Source: an optimization exercise on an open RTL-to-GDS flow (aim: small area). Production flows keep margins and buffers that such runs may drop.
The RTL was checked by simulation tests, not by an equivalence proof against the original design.
Power and IR drop assume default switching activity.

==> design.v <==
module MultMan(
  input         clock,
  input         reset,
  input         io_rstn,
  input         io_data_rdy,
  input  [9:0]  io_mult1,
  input  [9:0]  io_mult2,
  output        io_res_rdy,
  output [19:0] io_res
);
  reg [89:0] a;
  reg [89:0] b;
  reg [19:0] res;
  reg v1n, v2, v3n, v4, v5n, v6, v7n, v8, v9n, v10;
  wire clr, clrn;
  ClearDecode u_clr(.reset(reset), .rstn(io_rstn), .clr(clr), .clrn(clrn));
  wire v1n_d, v2_d, v3n_d, v4_d, v5n_d, v6_d, v7n_d, v8_d, v9n_d, v10_d, gn;
  Nand2 u_v1 (.a(io_data_rdy), .b(clrn), .y(v1n_d));
  Nor2  u_v2 (.a(clr), .b(v1n), .y(v2_d));
  Nand2 u_v3 (.a(v2), .b(clrn), .y(v3n_d));
  Nor2  u_v4 (.a(clr), .b(v3n), .y(v4_d));
  Nand2 u_v5 (.a(v4), .b(clrn), .y(v5n_d));
  Nor2  u_v6 (.a(clr), .b(v5n), .y(v6_d));
  Nand2 u_v7 (.a(v6), .b(clrn), .y(v7n_d));
  Nor2  u_v8 (.a(clr), .b(v7n), .y(v8_d));
  Nand2 u_v9 (.a(v8), .b(clrn), .y(v9n_d));
  Nor2  u_v10(.a(clr), .b(v9n), .y(v10_d));
  Inv   u_gn (.a(v10_d), .y(gn));
  wire [19:0] pn, res_d;
  wire pn_0_0;
  Nand2 u_pn_0_0(.a(a[80]), .b(b[80]), .y(pn_0_0));
  wire pn_0_1;
  Nand2 u_pn_0_1(.a(a[80]), .b(b[81]), .y(pn_0_1));
  wire pn_0_2;
  Nand2 u_pn_0_2(.a(a[80]), .b(b[82]), .y(pn_0_2));
  wire pn_0_3;
  Nand2 u_pn_0_3(.a(a[80]), .b(b[83]), .y(pn_0_3));
  wire pn_0_4;
  Nand2 u_pn_0_4(.a(a[80]), .b(b[84]), .y(pn_0_4));
  wire pn_0_5;
  Nand2 u_pn_0_5(.a(a[80]), .b(b[85]), .y(pn_0_5));
  wire pn_0_6;
  Nand2 u_pn_0_6(.a(a[80]), .b(b[86]), .y(pn_0_6));
  wire pn_0_7;
  Nand2 u_pn_0_7(.a(a[80]), .b(b[87]), .y(pn_0_7));
  wire pn_0_8;
  Nand2 u_pn_0_8(.a(a[80]), .b(b[88]), .y(pn_0_8));
  wire pn_0_9;
  Nand2 u_pn_0_9(.a(a[80]), .b(b[89]), .y(pn_0_9));
  wire pn_1_0;
  Nand2 u_pn_1_0(.a(a[81]), .b(b[80]), .y(pn_1_0));
  wire pn_1_1;
  Nand2 u_pn_1_1(.a(a[81]), .b(b[81]), .y(pn_1_1));
  wire pn_1_2;
  Nand2 u_pn_1_2(.a(a[81]), .b(b[82]), .y(pn_1_2));
  wire pn_1_3;
  Nand2 u_pn_1_3(.a(a[81]), .b(b[83]), .y(pn_1_3));
  wire pn_1_4;
  Nand2 u_pn_1_4(.a(a[81]), .b(b[84]), .y(pn_1_4));
  wire pn_1_5;
  Nand2 u_pn_1_5(.a(a[81]), .b(b[85]), .y(pn_1_5));
  wire pn_1_6;
  Nand2 u_pn_1_6(.a(a[81]), .b(b[86]), .y(pn_1_6));
  wire pn_1_7;
  Nand2 u_pn_1_7(.a(a[81]), .b(b[87]), .y(pn_1_7));
  wire pn_1_8;
  Nand2 u_pn_1_8(.a(a[81]), .b(b[88]), .y(pn_1_8));
  wire pn_1_9;
  Nand2 u_pn_1_9(.a(a[81]), .b(b[89]), .y(pn_1_9));
  wire pn_2_0;
  Nand2 u_pn_2_0(.a(a[82]), .b(b[80]), .y(pn_2_0));
  wire pn_2_1;
  Nand2 u_pn_2_1(.a(a[82]), .b(b[81]), .y(pn_2_1));
  wire pn_2_2;
  Nand2 u_pn_2_2(.a(a[82]), .b(b[82]), .y(pn_2_2));
  wire pn_2_3;
  Nand2 u_pn_2_3(.a(a[82]), .b(b[83]), .y(pn_2_3));
  wire pn_2_4;
  Nand2 u_pn_2_4(.a(a[82]), .b(b[84]), .y(pn_2_4));
  wire pn_2_5;
  Nand2 u_pn_2_5(.a(a[82]), .b(b[85]), .y(pn_2_5));
  wire pn_2_6;
  Nand2 u_pn_2_6(.a(a[82]), .b(b[86]), .y(pn_2_6));
  wire pn_2_7;
  Nand2 u_pn_2_7(.a(a[82]), .b(b[87]), .y(pn_2_7));
  wire pn_2_8;
  Nand2 u_pn_2_8(.a(a[82]), .b(b[88]), .y(pn_2_8));
  wire pn_2_9;
  Nand2 u_pn_2_9(.a(a[82]), .b(b[89]), .y(pn_2_9));
  wire pn_3_0;
  Nand2 u_pn_3_0(.a(a[83]), .b(b[80]), .y(pn_3_0));
  wire pn_3_1;
  Nand2 u_pn_3_1(.a(a[83]), .b(b[81]), .y(pn_3_1));
  wire pn_3_2;
  Nand2 u_pn_3_2(.a(a[83]), .b(b[82]), .y(pn_3_2));
  wire pn_3_3;
  Nand2 u_pn_3_3(.a(a[83]), .b(b[83]), .y(pn_3_3));
  wire pn_3_4;
  Nand2 u_pn_3_4(.a(a[83]), .b(b[84]), .y(pn_3_4));
  wire pn_3_5;
  Nand2 u_pn_3_5(.a(a[83]), .b(b[85]), .y(pn_3_5));
  wire pn_3_6;
  Nand2 u_pn_3_6(.a(a[83]), .b(b[86]), .y(pn_3_6));
  wire pn_3_7;
  Nand2 u_pn_3_7(.a(a[83]), .b(b[87]), .y(pn_3_7));
  wire pn_3_8;
  Nand2 u_pn_3_8(.a(a[83]), .b(b[88]), .y(pn_3_8));
  wire pn_3_9;
  Nand2 u_pn_3_9(.a(a[83]), .b(b[89]), .y(pn_3_9));
  wire pn_4_0;
  Nand2 u_pn_4_0(.a(a[84]), .b(b[80]), .y(pn_4_0));
  wire pn_4_1;
  Nand2 u_pn_4_1(.a(a[84]), .b(b[81]), .y(pn_4_1));
  wire pn_4_2;
  Nand2 u_pn_4_2(.a(a[84]), .b(b[82]), .y(pn_4_2));
  wire pn_4_3;
  Nand2 u_pn_4_3(.a(a[84]), .b(b[83]), .y(pn_4_3));
  wire pn_4_4;
  Nand2 u_pn_4_4(.a(a[84]), .b(b[84]), .y(pn_4_4));
  wire pn_4_5;
  Nand2 u_pn_4_5(.a(a[84]), .b(b[85]), .y(pn_4_5));
  wire pn_4_6;
  Nand2 u_pn_4_6(.a(a[84]), .b(b[86]), .y(pn_4_6));
  wire pn_4_7;
  Nand2 u_pn_4_7(.a(a[84]), .b(b[87]), .y(pn_4_7));
  wire pn_4_8;
  Nand2 u_pn_4_8(.a(a[84]), .b(b[88]), .y(pn_4_8));
  wire pn_4_9;
  Nand2 u_pn_4_9(.a(a[84]), .b(b[89]), .y(pn_4_9));
  wire pn_5_0;
  Nand2 u_pn_5_0(.a(a[85]), .b(b[80]), .y(pn_5_0));
  wire pn_5_1;
  Nand2 u_pn_5_1(.a(a[85]), .b(b[81]), .y(pn_5_1));
  wire pn_5_2;
  Nand2 u_pn_5_2(.a(a[85]), .b(b[82]), .y(pn_5_2));
  wire pn_5_3;
  Nand2 u_pn_5_3(.a(a[85]), .b(b[83]), .y(pn_5_3));
  wire pn_5_4;
  Nand2 u_pn_5_4(.a(a[85]), .b(b[84]), .y(pn_5_4));
  wire pn_5_5;
  Nand2 u_pn_5_5(.a(a[85]), .b(b[85]), .y(pn_5_5));
  wire pn_5_6;
  Nand2 u_pn_5_6(.a(a[85]), .b(b[86]), .y(pn_5_6));
  wire pn_5_7;
  Nand2 u_pn_5_7(.a(a[85]), .b(b[87]), .y(pn_5_7));
  wire pn_5_8;
  Nand2 u_pn_5_8(.a(a[85]), .b(b[88]), .y(pn_5_8));
  wire pn_5_9;
  Nand2 u_pn_5_9(.a(a[85]), .b(b[89]), .y(pn_5_9));
  wire pn_6_0;
  Nand2 u_pn_6_0(.a(a[86]), .b(b[80]), .y(pn_6_0));
  wire pn_6_1;
  Nand2 u_pn_6_1(.a(a[86]), .b(b[81]), .y(pn_6_1));
  wire pn_6_2;
  Nand2 u_pn_6_2(.a(a[86]), .b(b[82]), .y(pn_6_2));
  wire pn_6_3;
  Nand2 u_pn_6_3(.a(a[86]), .b(b[83]), .y(pn_6_3));
  wire pn_6_4;
  Nand2 u_pn_6_4(.a(a[86]), .b(b[84]), .y(pn_6_4));
  wire pn_6_5;
  Nand2 u_pn_6_5(.a(a[86]), .b(b[85]), .y(pn_6_5));
  wire pn_6_6;
  Nand2 u_pn_6_6(.a(a[86]), .b(b[86]), .y(pn_6_6));
  wire pn_6_7;
  Nand2 u_pn_6_7(.a(a[86]), .b(b[87]), .y(pn_6_7));
  wire pn_6_8;
  Nand2 u_pn_6_8(.a(a[86]), .b(b[88]), .y(pn_6_8));
  wire pn_6_9;
  Nand2 u_pn_6_9(.a(a[86]), .b(b[89]), .y(pn_6_9));
  wire pn_7_0;
  Nand2 u_pn_7_0(.a(a[87]), .b(b[80]), .y(pn_7_0));
  wire pn_7_1;
  Nand2 u_pn_7_1(.a(a[87]), .b(b[81]), .y(pn_7_1));
  wire pn_7_2;
  Nand2 u_pn_7_2(.a(a[87]), .b(b[82]), .y(pn_7_2));
  wire pn_7_3;
  Nand2 u_pn_7_3(.a(a[87]), .b(b[83]), .y(pn_7_3));
  wire pn_7_4;
  Nand2 u_pn_7_4(.a(a[87]), .b(b[84]), .y(pn_7_4));
  wire pn_7_5;
  Nand2 u_pn_7_5(.a(a[87]), .b(b[85]), .y(pn_7_5));
  wire pn_7_6;
  Nand2 u_pn_7_6(.a(a[87]), .b(b[86]), .y(pn_7_6));
  wire pn_7_7;
  Nand2 u_pn_7_7(.a(a[87]), .b(b[87]), .y(pn_7_7));
  wire pn_7_8;
  Nand2 u_pn_7_8(.a(a[87]), .b(b[88]), .y(pn_7_8));
  wire pn_7_9;
  Nand2 u_pn_7_9(.a(a[87]), .b(b[89]), .y(pn_7_9));
  wire pn_8_0;
  Nand2 u_pn_8_0(.a(a[88]), .b(b[80]), .y(pn_8_0));
  wire pn_8_1;
  Nand2 u_pn_8_1(.a(a[88]), .b(b[81]), .y(pn_8_1));
  wire pn_8_2;
  Nand2 u_pn_8_2(.a(a[88]), .b(b[82]), .y(pn_8_2));
  wire pn_8_3;
  Nand2 u_pn_8_3(.a(a[88]), .b(b[83]), .y(pn_8_3));
  wire pn_8_4;
  Nand2 u_pn_8_4(.a(a[88]), .b(b[84]), .y(pn_8_4));
  wire pn_8_5;
  Nand2 u_pn_8_5(.a(a[88]), .b(b[85]), .y(pn_8_5));
  wire pn_8_6;
  Nand2 u_pn_8_6(.a(a[88]), .b(b[86]), .y(pn_8_6));
  wire pn_8_7;
  Nand2 u_pn_8_7(.a(a[88]), .b(b[87]), .y(pn_8_7));
  wire pn_8_8;
  Nand2 u_pn_8_8(.a(a[88]), .b(b[88]), .y(pn_8_8));
  wire pn_8_9;
  Nand2 u_pn_8_9(.a(a[88]), .b(b[89]), .y(pn_8_9));
  wire pn_9_0;
  Nand2 u_pn_9_0(.a(a[89]), .b(b[80]), .y(pn_9_0));
  wire pn_9_1;
  Nand2 u_pn_9_1(.a(a[89]), .b(b[81]), .y(pn_9_1));
  wire pn_9_2;
  Nand2 u_pn_9_2(.a(a[89]), .b(b[82]), .y(pn_9_2));
  wire pn_9_3;
  Nand2 u_pn_9_3(.a(a[89]), .b(b[83]), .y(pn_9_3));
  wire pn_9_4;
  Nand2 u_pn_9_4(.a(a[89]), .b(b[84]), .y(pn_9_4));
  wire pn_9_5;
  Nand2 u_pn_9_5(.a(a[89]), .b(b[85]), .y(pn_9_5));
  wire pn_9_6;
  Nand2 u_pn_9_6(.a(a[89]), .b(b[86]), .y(pn_9_6));
  wire pn_9_7;
  Nand2 u_pn_9_7(.a(a[89]), .b(b[87]), .y(pn_9_7));
  wire pn_9_8;
  Nand2 u_pn_9_8(.a(a[89]), .b(b[88]), .y(pn_9_8));
  wire pn_9_9;
  Nand2 u_pn_9_9(.a(a[89]), .b(b[89]), .y(pn_9_9));
  wire hsn0;
  Xnor2 u_hsn0(.a(pn_0_1), .b(pn_1_0), .y(hsn0));
  wire hcn0;
  Or2 u_hcn0(.a(pn_0_1), .b(pn_1_0), .y(hcn0));
  wire fsn0, fcn0;
  FullAdd u_fsn0(.a(pn_0_2), .b(pn_1_1), .c(pn_2_0), .s(fsn0), .co(fcn0));
  wire hsn1;
  Xnor2 u_hsn1(.a(hcn0), .b(fsn0), .y(hsn1));
  wire hcn1;
  Or2 u_hcn1(.a(hcn0), .b(fsn0), .y(hcn1));
  wire fsn1, fcn1;
  FullAdd u_fsn1(.a(pn_0_3), .b(pn_1_2), .c(pn_2_1), .s(fsn1), .co(fcn1));
  wire fsn2, fcn2;
  FullAdd u_fsn2(.a(pn_3_0), .b(fcn0), .c(fsn1), .s(fsn2), .co(fcn2));
  wire hsn2;
  Xnor2 u_hsn2(.a(hcn1), .b(fsn2), .y(hsn2));
  wire hcn2;
  Or2 u_hcn2(.a(hcn1), .b(fsn2), .y(hcn2));
  wire fsn3, fcn3;
  FullAdd u_fsn3(.a(pn_0_4), .b(pn_1_3), .c(pn_2_2), .s(fsn3), .co(fcn3));
  wire fsn4, fcn4;
  FullAdd u_fsn4(.a(pn_3_1), .b(pn_4_0), .c(fcn1), .s(fsn4), .co(fcn4));
  wire fsn5, fcn5;
  FullAdd u_fsn5(.a(fsn3), .b(fcn2), .c(fsn4), .s(fsn5), .co(fcn5));
  wire hsn3;
  Xnor2 u_hsn3(.a(hcn2), .b(fsn5), .y(hsn3));
  wire hcn3;
  Or2 u_hcn3(.a(hcn2), .b(fsn5), .y(hcn3));
  wire fsn6, fcn6;
  FullAdd u_fsn6(.a(pn_0_5), .b(pn_1_4), .c(pn_2_3), .s(fsn6), .co(fcn6));
  wire fsn7, fcn7;
  FullAdd u_fsn7(.a(pn_3_2), .b(pn_4_1), .c(pn_5_0), .s(fsn7), .co(fcn7));
  wire fsn8, fcn8;
  FullAdd u_fsn8(.a(fcn3), .b(fsn6), .c(fsn7), .s(fsn8), .co(fcn8));
  wire fsn9, fcn9;
  FullAdd u_fsn9(.a(fcn4), .b(fsn8), .c(fcn5), .s(fsn9), .co(fcn9));
  wire hsn4;
  Xnor2 u_hsn4(.a(hcn3), .b(fsn9), .y(hsn4));
  wire hcn4;
  Or2 u_hcn4(.a(hcn3), .b(fsn9), .y(hcn4));
  wire fsn10, fcn10;
  FullAdd u_fsn10(.a(pn_0_6), .b(pn_1_5), .c(pn_2_4), .s(fsn10), .co(fcn10));
  wire fsn11, fcn11;
  FullAdd u_fsn11(.a(pn_3_3), .b(pn_4_2), .c(pn_5_1), .s(fsn11), .co(fcn11));
  wire fsn12, fcn12;
  FullAdd u_fsn12(.a(pn_6_0), .b(fcn6), .c(fcn7), .s(fsn12), .co(fcn12));
  wire fsn13, fcn13;
  FullAdd u_fsn13(.a(fsn10), .b(fsn11), .c(fcn8), .s(fsn13), .co(fcn13));
  wire fsn14, fcn14;
  FullAdd u_fsn14(.a(fsn12), .b(fsn13), .c(fcn9), .s(fsn14), .co(fcn14));
  wire hsn5;
  Xnor2 u_hsn5(.a(hcn4), .b(fsn14), .y(hsn5));
  wire hcn5;
  Or2 u_hcn5(.a(hcn4), .b(fsn14), .y(hcn5));
  wire fsn15, fcn15;
  FullAdd u_fsn15(.a(pn_0_7), .b(pn_1_6), .c(pn_2_5), .s(fsn15), .co(fcn15));
  wire fsn16, fcn16;
  FullAdd u_fsn16(.a(pn_3_4), .b(pn_4_3), .c(pn_5_2), .s(fsn16), .co(fcn16));
  wire fsn17, fcn17;
  FullAdd u_fsn17(.a(pn_6_1), .b(pn_7_0), .c(fcn10), .s(fsn17), .co(fcn17));
  wire fsn18, fcn18;
  FullAdd u_fsn18(.a(fcn11), .b(fsn15), .c(fsn16), .s(fsn18), .co(fcn18));
  wire fsn19, fcn19;
  FullAdd u_fsn19(.a(fcn12), .b(fsn17), .c(fsn18), .s(fsn19), .co(fcn19));
  wire fsn20, fcn20;
  FullAdd u_fsn20(.a(fcn13), .b(fsn19), .c(fcn14), .s(fsn20), .co(fcn20));
  wire hsn6;
  Xnor2 u_hsn6(.a(hcn5), .b(fsn20), .y(hsn6));
  wire hcn6;
  Or2 u_hcn6(.a(hcn5), .b(fsn20), .y(hcn6));
  wire fsn21, fcn21;
  FullAdd u_fsn21(.a(pn_0_8), .b(pn_1_7), .c(pn_2_6), .s(fsn21), .co(fcn21));
  wire fsn22, fcn22;
  FullAdd u_fsn22(.a(pn_3_5), .b(pn_4_4), .c(pn_5_3), .s(fsn22), .co(fcn22));
  wire fsn23, fcn23;
  FullAdd u_fsn23(.a(pn_6_2), .b(pn_7_1), .c(pn_8_0), .s(fsn23), .co(fcn23));
  wire fsn24, fcn24;
  FullAdd u_fsn24(.a(fcn15), .b(fcn16), .c(fsn21), .s(fsn24), .co(fcn24));
  wire fsn25, fcn25;
  FullAdd u_fsn25(.a(fsn22), .b(fsn23), .c(fcn17), .s(fsn25), .co(fcn25));
  wire fsn26, fcn26;
  FullAdd u_fsn26(.a(fcn18), .b(fsn24), .c(fsn25), .s(fsn26), .co(fcn26));
  wire fsn27, fcn27;
  FullAdd u_fsn27(.a(fcn19), .b(fsn26), .c(fcn20), .s(fsn27), .co(fcn27));
  wire hsn7;
  Xnor2 u_hsn7(.a(hcn6), .b(fsn27), .y(hsn7));
  wire hcn7;
  Or2 u_hcn7(.a(hcn6), .b(fsn27), .y(hcn7));
  wire fsn28, fcn28;
  FullAdd u_fsn28(.a(pn_0_9), .b(pn_1_8), .c(pn_2_7), .s(fsn28), .co(fcn28));
  wire fsn29, fcn29;
  FullAdd u_fsn29(.a(pn_3_6), .b(pn_4_5), .c(pn_5_4), .s(fsn29), .co(fcn29));
  wire fsn30, fcn30;
  FullAdd u_fsn30(.a(pn_6_3), .b(pn_7_2), .c(pn_8_1), .s(fsn30), .co(fcn30));
  wire fsn31, fcn31;
  FullAdd u_fsn31(.a(pn_9_0), .b(fcn21), .c(fcn22), .s(fsn31), .co(fcn31));
  wire fsn32, fcn32;
  FullAdd u_fsn32(.a(fcn23), .b(fsn28), .c(fsn29), .s(fsn32), .co(fcn32));
  wire fsn33, fcn33;
  FullAdd u_fsn33(.a(fsn30), .b(fcn24), .c(fsn31), .s(fsn33), .co(fcn33));
  wire fsn34, fcn34;
  FullAdd u_fsn34(.a(fsn32), .b(fcn25), .c(fsn33), .s(fsn34), .co(fcn34));
  wire fsn35, fcn35;
  FullAdd u_fsn35(.a(fcn26), .b(fsn34), .c(fcn27), .s(fsn35), .co(fcn35));
  wire hsn8;
  Xnor2 u_hsn8(.a(hcn7), .b(fsn35), .y(hsn8));
  wire hcn8;
  Or2 u_hcn8(.a(hcn7), .b(fsn35), .y(hcn8));
  wire fsn36, fcn36;
  FullAdd u_fsn36(.a(pn_1_9), .b(pn_2_8), .c(pn_3_7), .s(fsn36), .co(fcn36));
  wire fsn37, fcn37;
  FullAdd u_fsn37(.a(pn_4_6), .b(pn_5_5), .c(pn_6_4), .s(fsn37), .co(fcn37));
  wire fsn38, fcn38;
  FullAdd u_fsn38(.a(pn_7_3), .b(pn_8_2), .c(pn_9_1), .s(fsn38), .co(fcn38));
  wire fsn39, fcn39;
  FullAdd u_fsn39(.a(fcn28), .b(fcn29), .c(fcn30), .s(fsn39), .co(fcn39));
  wire fsn40, fcn40;
  FullAdd u_fsn40(.a(fsn36), .b(fsn37), .c(fsn38), .s(fsn40), .co(fcn40));
  wire fsn41, fcn41;
  FullAdd u_fsn41(.a(fcn31), .b(fcn32), .c(fsn39), .s(fsn41), .co(fcn41));
  wire fsn42, fcn42;
  FullAdd u_fsn42(.a(fsn40), .b(fcn33), .c(fsn41), .s(fsn42), .co(fcn42));
  wire fsn43, fcn43;
  FullAdd u_fsn43(.a(fcn34), .b(fsn42), .c(fcn35), .s(fsn43), .co(fcn43));
  wire hsn9;
  Xnor2 u_hsn9(.a(hcn8), .b(fsn43), .y(hsn9));
  wire hcn9;
  Or2 u_hcn9(.a(hcn8), .b(fsn43), .y(hcn9));
  wire fsn44, fcn44;
  FullAdd u_fsn44(.a(pn_2_9), .b(pn_3_8), .c(pn_4_7), .s(fsn44), .co(fcn44));
  wire fsn45, fcn45;
  FullAdd u_fsn45(.a(pn_5_6), .b(pn_6_5), .c(pn_7_4), .s(fsn45), .co(fcn45));
  wire fsn46, fcn46;
  FullAdd u_fsn46(.a(pn_8_3), .b(pn_9_2), .c(fcn36), .s(fsn46), .co(fcn46));
  wire fsn47, fcn47;
  FullAdd u_fsn47(.a(fcn37), .b(fcn38), .c(fsn44), .s(fsn47), .co(fcn47));
  wire fsn48, fcn48;
  FullAdd u_fsn48(.a(fsn45), .b(fcn39), .c(fcn40), .s(fsn48), .co(fcn48));
  wire fsn49, fcn49;
  FullAdd u_fsn49(.a(fsn46), .b(fsn47), .c(fcn41), .s(fsn49), .co(fcn49));
  wire fsn50, fcn50;
  FullAdd u_fsn50(.a(fsn48), .b(fsn49), .c(fcn42), .s(fsn50), .co(fcn50));
  wire fsn51, fcn51;
  FullAdd u_fsn51(.a(fsn50), .b(fcn43), .c(hcn9), .s(fsn51), .co(fcn51));
  wire fsn52, fcn52;
  FullAdd u_fsn52(.a(pn_3_9), .b(pn_4_8), .c(pn_5_7), .s(fsn52), .co(fcn52));
  wire fsn53, fcn53;
  FullAdd u_fsn53(.a(pn_6_6), .b(pn_7_5), .c(pn_8_4), .s(fsn53), .co(fcn53));
  wire fsn54, fcn54;
  FullAdd u_fsn54(.a(pn_9_3), .b(fcn44), .c(fcn45), .s(fsn54), .co(fcn54));
  wire fsn55, fcn55;
  FullAdd u_fsn55(.a(fsn52), .b(fsn53), .c(fcn46), .s(fsn55), .co(fcn55));
  wire fsn56, fcn56;
  FullAdd u_fsn56(.a(fcn47), .b(fsn54), .c(fcn48), .s(fsn56), .co(fcn56));
  wire fsn57, fcn57;
  FullAdd u_fsn57(.a(fsn55), .b(fcn49), .c(fsn56), .s(fsn57), .co(fcn57));
  wire fsn58, fcn58;
  FullAdd u_fsn58(.a(fcn50), .b(fsn57), .c(fcn51), .s(fsn58), .co(fcn58));
  wire fsn59, fcn59;
  FullAdd u_fsn59(.a(pn_4_9), .b(pn_5_8), .c(pn_6_7), .s(fsn59), .co(fcn59));
  wire fsn60, fcn60;
  FullAdd u_fsn60(.a(pn_7_6), .b(pn_8_5), .c(pn_9_4), .s(fsn60), .co(fcn60));
  wire fsn61, fcn61;
  FullAdd u_fsn61(.a(fcn52), .b(fcn53), .c(fsn59), .s(fsn61), .co(fcn61));
  wire fsn62, fcn62;
  FullAdd u_fsn62(.a(fsn60), .b(fcn54), .c(fsn61), .s(fsn62), .co(fcn62));
  wire fsn63, fcn63;
  FullAdd u_fsn63(.a(fcn55), .b(fsn62), .c(fcn56), .s(fsn63), .co(fcn63));
  wire fsn64, fcn64;
  FullAdd u_fsn64(.a(fcn57), .b(fsn63), .c(fcn58), .s(fsn64), .co(fcn64));
  wire fsn65, fcn65;
  FullAdd u_fsn65(.a(pn_5_9), .b(pn_6_8), .c(pn_7_7), .s(fsn65), .co(fcn65));
  wire fsn66, fcn66;
  FullAdd u_fsn66(.a(pn_8_6), .b(pn_9_5), .c(fcn59), .s(fsn66), .co(fcn66));
  wire fsn67, fcn67;
  FullAdd u_fsn67(.a(fcn60), .b(fsn65), .c(fcn61), .s(fsn67), .co(fcn67));
  wire fsn68, fcn68;
  FullAdd u_fsn68(.a(fsn66), .b(fcn62), .c(fsn67), .s(fsn68), .co(fcn68));
  wire fsn69, fcn69;
  FullAdd u_fsn69(.a(fsn68), .b(fcn63), .c(fcn64), .s(fsn69), .co(fcn69));
  wire fsn70, fcn70;
  FullAdd u_fsn70(.a(pn_6_9), .b(pn_7_8), .c(pn_8_7), .s(fsn70), .co(fcn70));
  wire fsn71, fcn71;
  FullAdd u_fsn71(.a(pn_9_6), .b(fcn65), .c(fsn70), .s(fsn71), .co(fcn71));
  wire fsn72, fcn72;
  FullAdd u_fsn72(.a(fcn66), .b(fsn71), .c(fcn67), .s(fsn72), .co(fcn72));
  wire fsn73, fcn73;
  FullAdd u_fsn73(.a(fsn72), .b(fcn68), .c(fcn69), .s(fsn73), .co(fcn73));
  wire fsn74, fcn74;
  FullAdd u_fsn74(.a(pn_7_9), .b(pn_8_8), .c(pn_9_7), .s(fsn74), .co(fcn74));
  wire fsn75, fcn75;
  FullAdd u_fsn75(.a(fcn70), .b(fsn74), .c(fcn71), .s(fsn75), .co(fcn75));
  wire fsn76, fcn76;
  FullAdd u_fsn76(.a(fsn75), .b(fcn72), .c(fcn73), .s(fsn76), .co(fcn76));
  wire fsn77, fcn77;
  FullAdd u_fsn77(.a(pn_8_9), .b(pn_9_8), .c(fcn74), .s(fsn77), .co(fcn77));
  wire fsn78, fcn78;
  FullAdd u_fsn78(.a(fsn77), .b(fcn75), .c(fcn76), .s(fsn78), .co(fcn78));
  wire fsn79, fcn79;
  FullAdd u_fsn79(.a(pn_9_9), .b(fcn77), .c(fcn78), .s(fsn79), .co(fcn79));
  assign pn = {fcn79, fsn79, fsn78, fsn76, fsn73, fsn69, fsn64, fsn58, fsn51, hsn9, hsn8, hsn7, hsn6, hsn5, hsn4, hsn3, hsn2, hsn1, hsn0, pn_0_0};
  genvar k;
  generate
    for (k = 0; k < 20; k = k + 1) begin : g_res
      Nor2 u_res(.a(pn[k]), .b(gn), .y(res_d[k]));
    end
  endgenerate
  always @(posedge clock) begin
    a <= {a[79:0], io_mult1};
    b <= {b[79:0], io_mult2};
    v1n <= v1n_d;
    v2  <= v2_d;
    v3n <= v3n_d;
    v4  <= v4_d;
    v5n <= v5n_d;
    v6  <= v6_d;
    v7n <= v7n_d;
    v8  <= v8_d;
    v9n <= v9n_d;
    v10 <= v10_d;
    res <= res_d;
  end
  assign io_res_rdy = v10;
  assign io_res = res;
endmodule
module ClearDecode(
  input  reset,
  input  rstn,
  output clr,
  output clrn
);
  assign clrn = rstn & ~reset;
  assign clr  = ~clrn;
endmodule
module FullAdd(
  input  a,
  input  b,
  input  c,
  output s,
  output co
);
  assign s  = a ^ b ^ c;
  assign co = (a & b) | (c & (a ^ b));
endmodule
module Nand2(input a, input b, output y);
  assign y = ~(a & b);
endmodule
module Nor2(input a, input b, output y);
  assign y = ~(a | b);
endmodule
module Or2(input a, input b, output y);
  assign y = a | b;
endmodule
module Xnor2(input a, input b, output y);
  assign y = ~(a ^ b);
endmodule
module Inv(input a, output y);
  assign y = ~a;
endmodule
==> flow/run.sh <==
#!/bin/bash
# Own flow: the standard layout, with the smallest buffer on the ports and
# small clock buffers for the clock tree.
set -euo pipefail
CTS="-sink_clustering_enable -repair_clock_nets -dont_use_dummy_load"
CTS="$CTS -buf_list {sky130_fd_sc_hd__clkbuf_2 sky130_fd_sc_hd__clkbuf_4 sky130_fd_sc_hd__clkbuf_8} -root_buf sky130_fd_sc_hd__clkbuf_8"
CTS="$CTS -sink_clustering_size 16 -sink_clustering_max_diameter 45"
bash standard.sh \
  "BUFFER_PORTS_ARGS=-buffer_cell sky130_fd_sc_hd__buf_1" \
  "CTS_ARGS=$CTS" \
  finish > standard.log 2>&1
==> standard.sh <==
#!/bin/bash
# synth_recipe.tcl (not shown) runs the flow's synth.tcl, then flattens the netlist and writes it again
# the make line also repeats each setting of config.mk as NAME=value (left out here)
make -C /OpenROAD-flow-scripts/flow DESIGN_CONFIG=/design/flow/config.mk WORK_HOME=/design/flow/orfs CLKGATE_MAP_FILE= SYNTH_SCRIPT=/design/flow/synth_recipe.tcl "${@:-finish}"
==> config.mk <==
export PLATFORM = sky130hd
export DESIGN_NAME = MultMan
export DESIGN_NICKNAME = MultMan
export VERILOG_FILES = /design/flow/design.v
export SDC_FILE = /design/flow/constraint.sdc
export NUM_CORES = 4
export LEC_CHECK = 0
export CAP_MARGIN = 20
export CORE_MARGIN = 2
export CORE_UTILIZATION = 40
export GPL_TIMING_DRIVEN = 0
export SLEW_MARGIN = 20
export SYNTH_HIERARCHICAL = 1
==> constraint.sdc <==
create_clock -name core_clock -period 8.0 [get_ports {clock}]
set_input_delay 1.6000 -clock core_clock [delete_from_list [all_inputs] [get_ports {clock}]]
set_output_delay 1.6000 -clock core_clock [all_outputs]
set_load 0.01 [all_outputs]
==> impl_metrics.yaml, run 1 <==
critical_path:
  cp.required_ns: 8.36
  critical_path_class: "reg2reg"
  cp_max_fo: 5
  ff2ff_setup_slack_ns: 0.29
  critical_path_buf_inv_count: 0
  arrival_ns: 8.07
  timing.rr.end: "res[18]$_DFF_P_"
  cp-start-kind: "flop"
  crit_path_end_kind: "flop"
  r2r.worst_path.cells: 20
  cp_slowest_cell: "fa_1"
  reg2reg_from: "a[80]$_DFF_P_"
  crit_top_cell: "fa_1"
  crit_chain: "nand2_1, fa_1, fa_1, fa_2, fa_1, fa_1, fa_1, fa_2, fa_1, fa_1, or2_1, fa_1, fa_2, fa_2, fa_2, fa_1, fa_1, fa_1, fa_1, nor2_1"
  cp_top_family: "adder cells"
  critPathMaxStageDelay_ns: 0.50
floorplan:
  die-area_mm2: 0.0172
  die_w_um: 131
  die_h_um: 131
  io_pins: 45
  num_rows: 46
  core_mm2: 0.0158
  initial_core_util_pct: 40.8
clocking:
  cts-root-buf: "clkbuf_8"
  ctsHoldBuffers: 0
  clk_pin_slew_ns: 0.08
  cts_tree: "built"
  clock_sinks: 210
  cts_buffers: 20
  clock_path_buffers: 3
  insertion_delay_ns: 0.51
  cts.htree.levels: 1
route:
  vias_per_cell: 4.16
  drtAntennaViolNets: 0
  drt_iter0_markers: 136
  dr.pass1.iters: 4
  wire_per_inst_um: 11.9
  num_vias: 3042
  wl_mm: 8.67
  drcViolationCount: 0
cells_and_area:
  syn_to_final_growth_pct: 12.6
  final_util_pct: 46.0
  fillers: 1422
  finalNetCount: 621
  drive_gt1_share_pct: 8.74
  diodes: 0
synthesis:
  synth_edf_count: 0
  yosys_warnings: 7
  async_flop_share_pct: 0
  synth.most_common_cell: "dfxtp_1"
  netlist_top_cells_area: "dfxtp_1 65%, fa_1 25%, nand2_1 6.1%"
  synthTopCellsByCount: "210 x dfxtp_1, 105 x nand2_1, 80 x fa_1, 25 x nor2_1"
  synth-seq-cells: 210
  synth_flop_cell: "dfxtp_1"
  postSynthAreaPerCell_um2: 14.6
  syn_area_mm2: 0.00646
  syn_nets: 547
  synth_cells: 443
  synth_area_leader_cell: "dfxtp_1"
  yosys.area.top_type_share_pct: 65.1
  yosysSeqAreaShare_pct: 65.1
  ys_types: 9
hold_path:
  hold_end: "a[74]$_DFF_P_"
  min_from: "a[64]$_DFF_P_"
  holdPathStages: 0
  hold_path_class: "reg2reg"
power:
  leakage_nw: 2.72
  p_comb_share_pct: 19.8
  clkPwrFrac_pct: 25.4
  vdd_drop_max_uv: 165
  p_int_mw: 1.52
  p_seq_share_pct: 54.8
  switching_share_pct: 25.1
  p_sw_mw: 0.509
  power_mw: 2.03
  power_density_mw_per_mm2: 279
placed_design:
  gp_congestion: 0.817
  dp_hpwl_mm: 5.98
  io_buffers: 44
timing:
  tightest_slew_ns: 0.664
  max_freq_mhz: 130
  fin_skew_ns: 0.0717
  finalSetupViolCount: 0
  final_max_slew_viol_count: 0
  min_period_over_period_pct: 96.4
  rsz0062_at_grt: "false"
  slew_headroom_pct: 55.7
  holdWs_ns: 0.291
  fin_setup_tns_ns: 0
  layout_min_cycle_time_ns: 7.71
  hold_viol: 0
run:
  drv_cap: 0
status:
  status: "timing/DRC/antenna clean"
global_route:
  grt_pass1_vias: 3197
  track_usage_pct: 11.2
  grt_overflow_total: 0
  grt_max_degree: 21
  grt_pass1_wl_mm: 14.9
  antenna_found_initial: 0
## sequential cells by signal, indices dropped and copies added, names as in the netlist
| register | flops |
|---|---|
| v9n | 1 |
| v5n | 1 |
| v4 | 1 |
| v7n | 1 |
| v1n | 1 |
| res | 20 |
| v3n | 1 |
| v10 | 1 |
| b | 90 |
| a | 90 |
| v8 | 1 |
| v6 | 1 |
| v2 | 1 |
## kinds of logic after synthesis
| group | count (synthesis) | share of synthesized area (%) |
|---|---|---|
| XOR/XNOR | 10 | 1.36 |
| adder cells (fa/ha/maj) | 80 | 24.8 |
| buffers and inverters | 1 | 0.0581 |
| flip-flops | 210 | 65.1 |
| AND/OR/NAND/NOR | 142 | 8.72 |
## through the flow
stage          area (um^2)  setup WS [ns]  cells
2_1_floorplan         6460          0.266    443
3_3_place_gp          6900         -0.222    703
3_5_place_dp          6900         -0.283    703
4_1_cts               7260        0.00656    731
5_1_grt               7280        0.00412    731
6_report              7280          0.292    731
## per-module statistics from Yosys, one instance, submodules excluded
| module | cells | flops+latches | cell area [um^2] | copies in the design |
|---|---|---|---|---|
| Or2 | 1 | 0 | 6.26 | 10 |
| ClearDecode | 2 | 0 | 12.5 | 1 |
| MultMan | 210 | 210 | 4200 | 1 |
| Nand2 | 1 | 0 | 3.75 | 105 |
| Nor2 | 1 | 0 | 3.75 | 25 |
| Xnor2 | 1 | 0 | 8.76 | 10 |
| Inv | 1 | 0 | 3.75 | 1 |
| FullAdd | 1 | 0 | 20.0 | 80 |
## power groups by stage
stage | logic (mW) | registers (mW) | clock network, mW
2_1_floorplan | 0.328 | 1.13 | 0
3_3_place_gp | 0.386 | 1.14 | 0
3_5_place_dp | 0.398 | 1.14 | 0
4_1_cts | 0.405 | 1.12 | 0.550
5_1_grt | 0.491 | 1.12 | 0.584
6_report | 0.402 | 1.11 | 0.515
## repair_timing
action                     4_1_cts  5_1_grt
setup endpoints to repair        2        2
setup buffers                    8        0
hold endpoints to repair         0        0
pin swaps                        0        1
gates resized for setup         15        9
## per-layer routing
layer	wire length (um)	part of all wire [%]	global-route usage (%)
met5	0	0	0
met2	4050	47	18.5
met3	453	5.2	3.08
met4	393	4.5	5.32
met1	3780	44	13.6
## cell type report
cell class                 count  area, um^2  share of cell area [%]
sequential                   210        4240                    58.2
multi-input combinational    232        2270                    31.2
clock buffer                  20         275                    3.78
tap                          216         270                    3.71
timing repair buffer          52         225                    3.09
inverter                       1        3.75                  0.0516
## cells in the final DEF (no fill, tap or decap), drive strengths merged
cell,n
clkbuf,20
or2,10
nor2,25
fa,80
dfxtp,210
inv,1
nand2b,1
nand2,105
xnor2,10
buf,52
nor2b,1
## worst max path at each step
| stage | from | end | cells past startpoint | slack [ns] |
|---|---|---|---|---|
| after detailed placement | a[80]$_DFF_P_ | res[18]$_DFF_P_ | 20 | -0.28 |
| after global routing | a[81]$_DFF_P_ | res[18]$_DFF_P_ | 20 | 0.004 |
| final | a[80]$_DFF_P_ | res[18]$_DFF_P_ | 20 | 0.29 |
| after global placement | b[83]$_DFF_P_ | res[18]$_DFF_P_ | 20 | -0.22 |
| after CTS | b[84]$_DFF_P_ | res[18]$_DFF_P_ | 19 | 0.007 |
| after floorplan | a[80]$_DFF_P_ | res[18]$_DFF_P_ | 20 | 0.27 |
==> run 2, diff against run 1 <==
==> flow/run.sh (replaced) <==
#!/bin/bash
# Own flow: the standard layout, with the smallest buffer on the ports and
# small clock buffers for the clock tree.
set -euo pipefail
CTS="-sink_clustering_enable -repair_clock_nets -dont_use_dummy_load"
CTS="$CTS -buf_list sky130_fd_sc_hd__clkbuf_4 -root_buf sky130_fd_sc_hd__clkbuf_4"
CTS="$CTS -sink_clustering_size 12 -sink_clustering_max_diameter 40"
bash standard.sh \
  "BUFFER_PORTS_ARGS=-buffer_cell sky130_fd_sc_hd__buf_1" \
  "CTS_ARGS=$CTS" \
  RECOVER_POWER=100 \
  finish > standard.log 2>&1
==> run 2 against run 1 <==
Critical endpoint unchanged. Clock skew is 0.013 ns lower. Synthesized area is the same. Non-clock buffer count unchanged. Design area down 1.2%. Total power shrank 4.5%. Fmax shrank 0.60%. Critical path type unchanged. Via count up 1.1%. Largest cell class unchanged. Largest power group unchanged.
==> impl_metrics.yaml, run 2 <==
critical_path:
  crit_top_cell: "fa_1"
  critPathMaxStageDelay_ns: 0.51
  cp.depth: 20
  cp-start-kind: "flop"
  cp.required_ns: 8.43
  cp-startpoint: "a[80]$_DFF_P_"
  crit_path_end_kind: "flop"
  arrival_ns: 8.18
  r2r.worst_path.cells: 20
  cp_slowest_cell: "fa_1"
  crit_chain: "nand2_1, fa_2, fa_1, fa_2, fa_1, fa_1, fa_1, fa_2, fa_1, fa_1, or2_1, fa_1, fa_2, fa_1, fa_2, fa_1, fa_1, fa_2, fa_1, nor2_1"
  critical_path_buf_inv_count: 0
  reg2reg_from: "a[80]$_DFF_P_"
  critical_path_class: "reg2reg"
  cp_max_fo: 5
  cp_top_family: "adder cells"
floorplan:
  io_pins: 45
  core_mm2: 0.0158
  die_h_um: 131
  num_rows: 46
  initial_core_util_pct: 40.8
  die_w_um: 131
  die-area_mm2: 0.0172
global_route:
  grt_overflow_total: 0
  grt_max_degree: 21
  grt_pass1_vias: 3240
  antenna_found_initial: 0
  track_usage_pct: 11.2
  grt_pass1_wl_mm: 15.0
synthesis:
  yosys_warnings: 7
  synth_cells: 443
  postSynthAreaPerCell_um2: 14.6
  synth.most_common_cell: "dfxtp_1"
  yosys.area_share.simple_pct: 8.72
  synth_edf_count: 0
  async_flop_share_pct: 0
  synthTopCellsByCount: "210 x dfxtp_1, 105 x nand2_1, 80 x fa_1, 25 x nor2_1"
  syn_area_mm2: 0.00646
  synth-seq-cells: 210
  synth_flop_cell: "dfxtp_1"
  ys_types: 9
  synth_adder_area_share_pct: 24.8
  synth_top_family_by_area: "adder cells"
  yosys.area.top_type_share_pct: 65.1
  syn_nets: 547
  yosysSeqAreaShare_pct: 65.1
  synth_area_leader_cell: "dfxtp_1"
  netlist_top_cells_area: "dfxtp_1 65%, fa_1 25%, nand2_1 6.1%"
  synthMuxAreaShare_pct: 0
  synth_xor_area_share_pct: 1.36
  synth_compound_area_share_pct: 0
run:
  drv_cap: 0
clocking:
  ctsHoldBuffers: 0
  cts-root-buf: "clkbuf_4"
  clock_path_buffers: 3
  clk_pin_slew_ns: 0.11
  insertion_delay_ns: 0.60
  cts.htree.levels: 1
  clock_sinks: 210
  cts_buffers: 25
  cts_tree: "built"
cells_and_area:
  finalNetCount: 626
  diodes: 0
  mostFrequentLayoutCell: "dfxtp_1"
  final_util_pct: 45.4
  layout_common_cells: "198 x dfxtp_1, 105 x nand2_1, 73 x fa_1"
  fillers: 1444
  syn_to_final_growth_pct: 11.4
  final_area_mm2: 0.00719
  drive_gt1_share_pct: 10.0
  top_regs: "a x90, b x90, res x20"
power:
  leakage_nw: 2.69
  p_sw_mw: 0.499
  switching_share_pct: 25.7
  p_comb_share_pct: 20.6
  clkPwrFrac_pct: 22.0
  p_seq_share_pct: 57.4
  p_int_mw: 1.44
  power_density_mw_per_mm2: 270
  vdd_drop_max_uv: 142
route:
  wl_mm: 8.65
  vias_per_cell: 4.18
  drcViolationCount: 0
  drtAntennaViolNets: 0
  wire_per_inst_um: 11.8
  drt_iter0_markers: 99
  num_vias: 3075
  dr.pass1.iters: 7
timing:
  min_period_over_period_pct: 96.9
  slew_headroom_pct: 56.5
  worst_slack_ns: 0.246
  layout_min_cycle_time_ns: 7.75
  fin_skew_ns: 0.0591
  fin_setup_tns_ns: 0
  tightest_slew_ns: 0.653
  finalSetupViolCount: 0
  final_max_slew_viol_count: 0
  max_freq_mhz: 129
  rsz0062_at_grt: "false"
  hold_viol: 0
  holdWs_ns: 0.291
status:
  status: "timing/DRC/antenna clean"
placed_design:
  place_area_mm2: 0.00690
  dp_hpwl_mm: 5.98
  dp_slack_ns: -0.283
  gp_congestion: 0.817
  io_buffers: 44
hold_path:
  min_from: "a[10]$_DFF_P_"
  hold_path_class: "reg2reg"
  holdPathStages: 0
-- run 2: layout make-up --
class / instances / area [um^2] / area share [%]
tap: 216 / 270 / 3.76
sequential: 210 / 4240 / 58.9
multi-input combinational: 232 / 2270 / 31.6
clock buffer: 25 / 188 / 2.61
timing repair buffer: 52 / 225 / 3.13
inverter: 1 / 3.75 / 0.0522
-- run 2: power groups by stage --
| stage | clock (mW) | sequential [mW] | combinational, mW |
|---|---|---|---|
| floorplan | 0 | 1.13 | 0.328 |
| global placement | 0 | 1.14 | 0.386 |
| detailed placement | 0 | 1.14 | 0.398 |
| CTS | 0.459 | 1.12 | 0.408 |
| global route | 0.500 | 1.12 | 0.485 |
| finish | 0.427 | 1.11 | 0.399 |
-- run 2: cells by family after synthesis --
kind of cell,after synthesis
XOR/XNOR,10
adder cells (fa/ha/maj),80
buffers and inverters,1
flip-flops,210
AND/OR/NAND/NOR,142
-- run 2: path summary, 6_finish.rpt --
kind | to | slack [ns]
setup / recovery | res[18]$_DFF_P_ | 0.25
setup reg to reg | res[18]$_DFF_P_ | 0.25
hold / removal | a[20]$_DFF_P_ | 0.29
hold reg to reg | a[20]$_DFF_P_ | 0.29
-- run 2: metal layers --
layer	wire, um	share of wire (%)	vias to the layer above	global-route usage [%]
li1	-	-	1498	-
met1	3750	43	1467	13.5
met2	4080	47	83	18.6
met3	426	4.9	27	3.13
met4	396	4.6	0	5.82
met5	0	0	-	0
-- run 2: per-module statistics from Yosys, one instance, submodules excluded, a selection --
module / flops+latches / cells inside
ClearDecode: 0 / 2
FullAdd: 0 / 1
Inv: 0 / 1
MultMan: 210 / 210
Nand2: 0 / 1
Or2: 0 / 1
Xnor2: 0 / 1
-- run 2: through the flow --
| step | instances | power (mW) |
|---|---|---|
| after floorplan | 443 | 1.46 |
| after global placement | 703 | 1.53 |
| after detailed placement | 703 | 1.54 |
| after CTS | 736 | 1.98 |
| after global routing | 736 | 2.11 |
| final | 736 | 1.94 |
-- run 2: repair_timing --
item                                    in CTS  in global routing
endpoints found under the setup margin       2                  2
buffers inserted                             8                  0
resized for setup                           17                  9
pin swaps                                    0                  1
-- run 2: worst reg2reg max path, cell delays in order, from the launching register on --
cell and delay (ns):
dfxtp_4 0.39, nand2_1 0.09, fa_2 0.39, fa_1 0.51, fa_2 0.36, fa_1 0.39
fa_1 0.40, fa_1 0.40, fa_2 0.36, fa_1 0.39, fa_1 0.47, or2_1 0.26
fa_1 0.39, fa_2 0.35, fa_1 0.40, fa_2 0.35, fa_1 0.39, fa_1 0.40
fa_2 0.35, fa_1 0.48, nor2_1 0.04
==> run 3, diff against run 2 <==
--- a/flow/run.sh
+++ b/flow/run.sh
@@ -9,4 +9,3 @@
   "BUFFER_PORTS_ARGS=-buffer_cell sky130_fd_sc_hd__buf_1" \
   "CTS_ARGS=$CTS" \
-  RECOVER_POWER=100 \
   finish > standard.log 2>&1
==> run 3 against run 2 <==
Worst setup slack did not move. Synthesized cell count unchanged. Critical path depth unchanged. Via count unchanged. Combinational power barely moved. Clock skew stayed put. Sequential cell count unchanged. Clock-buffer cell count is the same. Synthesized area unchanged.
==> impl_metrics.yaml, run 3 <==
critical_path:
  critical_path_class: "reg2reg"
  critPathMaxStageDelay_ns: 0.51
  cp_top_family: "adder cells"
  crit_path_end_kind: "flop"
  crit_top_cell: "fa_1"
  ff2ff_setup_slack_ns: 0.25
  cp_slowest_cell: "fa_1"
  arrival_ns: 8.18
  critical_path_buf_inv_count: 0
  cp-start-kind: "flop"
  crit_chain: "nand2_1, fa_2, fa_1, fa_2, fa_1, fa_1, fa_1, fa_2, fa_1, fa_1, or2_1, fa_1, fa_2, fa_1, fa_2, fa_1, fa_1, fa_2, fa_1, nor2_1"
  cp_max_fo: 5
  cp.required_ns: 8.43
synthesis:
  syn_nets: 547
  netlist_top_cells_area: "dfxtp_1 65%, fa_1 25%, nand2_1 6.1%"
  synth_cells: 443
  ys_types: 9
  yosysSeqAreaShare_pct: 65.1
  synth_edf_count: 0
  syn_area_mm2: 0.00646
  synth_area_leader_cell: "dfxtp_1"
  postSynthAreaPerCell_um2: 14.6
  yosys_warnings: 7
  synth_flop_cell: "dfxtp_1"
  yosys.area.top_type_share_pct: 65.1
  synth.most_common_cell: "dfxtp_1"
  synthTopCellsByCount: "210 x dfxtp_1, 105 x nand2_1, 80 x fa_1, 25 x nor2_1"
  async_flop_share_pct: 0
  synth-seq-cells: 210
timing:
  max_freq_mhz: 129
  slew_headroom_pct: 56.5
  fin_skew_ns: 0.0591
  holdWs_ns: 0.291
  min_period_over_period_pct: 96.9
  finalSetupViolCount: 0
  hold_viol: 0
  tightest_slew_ns: 0.653
  final_max_slew_viol_count: 0
  layout_min_cycle_time_ns: 7.75
  rsz0062_at_grt: "false"
clocking:
  cts_buffers: 25
  cts-root-buf: "clkbuf_4"
  cts_tree: "built"
  cts.htree.levels: 1
  clock_sinks: 210
  clk_pin_slew_ns: 0.11
  ctsHoldBuffers: 0
  clock_path_buffers: 3
  insertion_delay_ns: 0.60
global_route:
  track_usage_pct: 11.2
  grt_overflow_total: 0
  grt_pass1_vias: 3240
  grt_max_degree: 21
  antenna_found_initial: 0
  grt_pass1_wl_mm: 15.0
route:
  drtAntennaViolNets: 0
  dr.pass1.iters: 7
  num_vias: 3075
  vias_per_cell: 4.18
  wl_mm: 8.65
  wire_per_inst_um: 11.8
  drcViolationCount: 0
  drt_iter0_markers: 99
cells_and_area:
  diodes: 0
  mostFrequentLayoutCell: "dfxtp_1"
  syn_to_final_growth_pct: 11.4
  area.sequential_mm2: 0.00424
  fillers: 1444
  multi_input_area_mm2: 0.00227
  drive_gt1_share_pct: 10.0
  fin_cells: 736
  top_regs: "a x90, b x90, res x20"
  layout_common_cells: "198 x dfxtp_1, 105 x nand2_1, 73 x fa_1"
  finalNetCount: 626
  final_area_mm2: 0.00719
run:
  drv_cap: 0
hold_path:
  hold_path_class: "reg2reg"
power:
  power_density_mw_per_mm2: 270
  vdd_drop_max_uv: 142
  p_seq_share_pct: 57.4
  p_int_mw: 1.44
  p_comb_share_pct: 20.6
  clkPwrFrac_pct: 22.0
  power_mw: 1.94
  switching_share_pct: 25.7
  leakage_nw: 2.69
  p_sw_mw: 0.499
floorplan:
  initial_core_util_pct: 40.8
  die-area_mm2: 0.0172
  die_w_um: 131
  io_pins: 45
  core_mm2: 0.0158
  num_rows: 46
  die_h_um: 131
placed_design:
  place_area_mm2: 0.00690
  gp_congestion: 0.817
  dp_hpwl_mm: 5.98
  io_buffers: 44
  dp_cells: 703
status:
  status: "timing/DRC/antenna clean"
==> run 3: cell counts in the layout (fill, tap and decap cells not counted) <==
Identical to the previous run, type by type.
==> run 3: final cells by class <==
cell class / instances / area share (%)
repair buffers: 52 / 3.13
multi-input cells: 232 / 31.6
flip-flops and latches: 210 / 58.9
clock buffers: 25 / 2.61
well taps: 216 / 3.76
inverters: 1 / 0.0522
==> run 3: power by group through the flow <==
stage          Sequential (mW)  Combinational [mW]  Clock (mW)
2_1_floorplan             1.13               0.328           0
3_3_place_gp              1.14               0.386           0
3_5_place_dp              1.14               0.398           0
4_1_cts                   1.12               0.408       0.459
5_1_grt                   1.12               0.485       0.500
6_report                  1.11               0.399       0.427
==> run 3: metal layers <==
layer	GRT usage (%)	vias up	share of wire (%)
li1	-	1498	-
met1	13.5	1467	43
met2	18.6	83	47
met3	3.13	27	4.9
met4	5.82	0	4.6
met5	0	-	0
==> run 3: cell families (layout without fill, tap and decap cells) <==
kind of cell	after synthesis	count (layout)	share of synthesized area, %
XOR/XNOR	10	10	1.36
adder cells (fa/ha/maj)	80	80	24.8
buffers and inverters	1	78	0.0581
flip-flops	210	210	65.1
AND/OR/NAND/NOR	142	142	8.72
==> run 3: what timing repair did <==
item,CTS,global route
pin swaps,0,1
gates resized for setup,17,9
endpoints found under the setup margin,2,2
setup buffers,8,0
==> run 3: per-stage QoR <==
step,TNS [ns],utilization (%),setup slack [ns]
2_1_floorplan,0,-,0.266
3_3_place_gp,-0.293,43.6,-0.222
3_5_place_dp,-0.407,43.6,-0.283
4_1_cts,0,45.3,0.00137
5_1_grt,0,45.4,0.0144
6_report,0,45.4,0.246
==> run 3: path summary, 6_finish.rpt <==
kind,startpoint,end,depth (start not counted)
hold / removal,a[10]$_DFF_P_,a[20]$_DFF_P_,0
setup / recovery,a[80]$_DFF_P_,res[18]$_DFF_P_,20
setup reg to reg,a[80]$_DFF_P_,res[18]$_DFF_P_,20
hold reg to reg,a[10]$_DFF_P_,a[20]$_DFF_P_,0
==> run 3: per-module statistics from Yosys (local to each module, per instance) <==
module,flops+latches,cell area (um^2),cells inside,copies in the design
MultMan,210,4200,210,1
ClearDecode,0,12.5,2,1
Nor2,0,3.75,1,25
Inv,0,3.75,1,1
Or2,0,6.26,1,10
Nand2,0,3.75,1,105
FullAdd,0,20.0,1,80
Xnor2,0,8.76,1,10

-- afterwards: timing with drivers on the ports --
The results above use ideal ports. As a check the final layouts listed here were re-extracted and re-timed, cells and wires unchanged.
Step 1 (the two cells are an assumption about what drives the block):
set clk [get_ports {clock}]
set_driving_cell -lib_cell sky130_fd_sc_hd__clkbuf_16 $clk
set_driving_cell -lib_cell sky130_fd_sc_hd__buf_2 [delete_from_list [all_inputs] $clk]
Step 2 adds t to the input delays and takes it off the output delays; t is the mean of the earliest and latest rising clock arrival at the registers after step 1. Input paths then give back, and output paths get back, about the clock's delay inside the block.
Three values: ideal, step 1, step 2; two values: the first two.
run | t (ns) | setup WS [ns] | latest minus earliest clock arrival (ns) | pins driven straight from the clock port
run 1 | 0.513 | 0.292 / 0.292 / 0.292 | 0.075 / 0.076 | 1
run 2 | 0.612 | 0.246 / 0.246 / 0.246 | 0.070 / 0.070 | 1
run 3 | 0.612 | 0.246 / 0.246 / 0.246 | 0.070 / 0.070 | 1
After both steps every run listed still meets setup and hold.
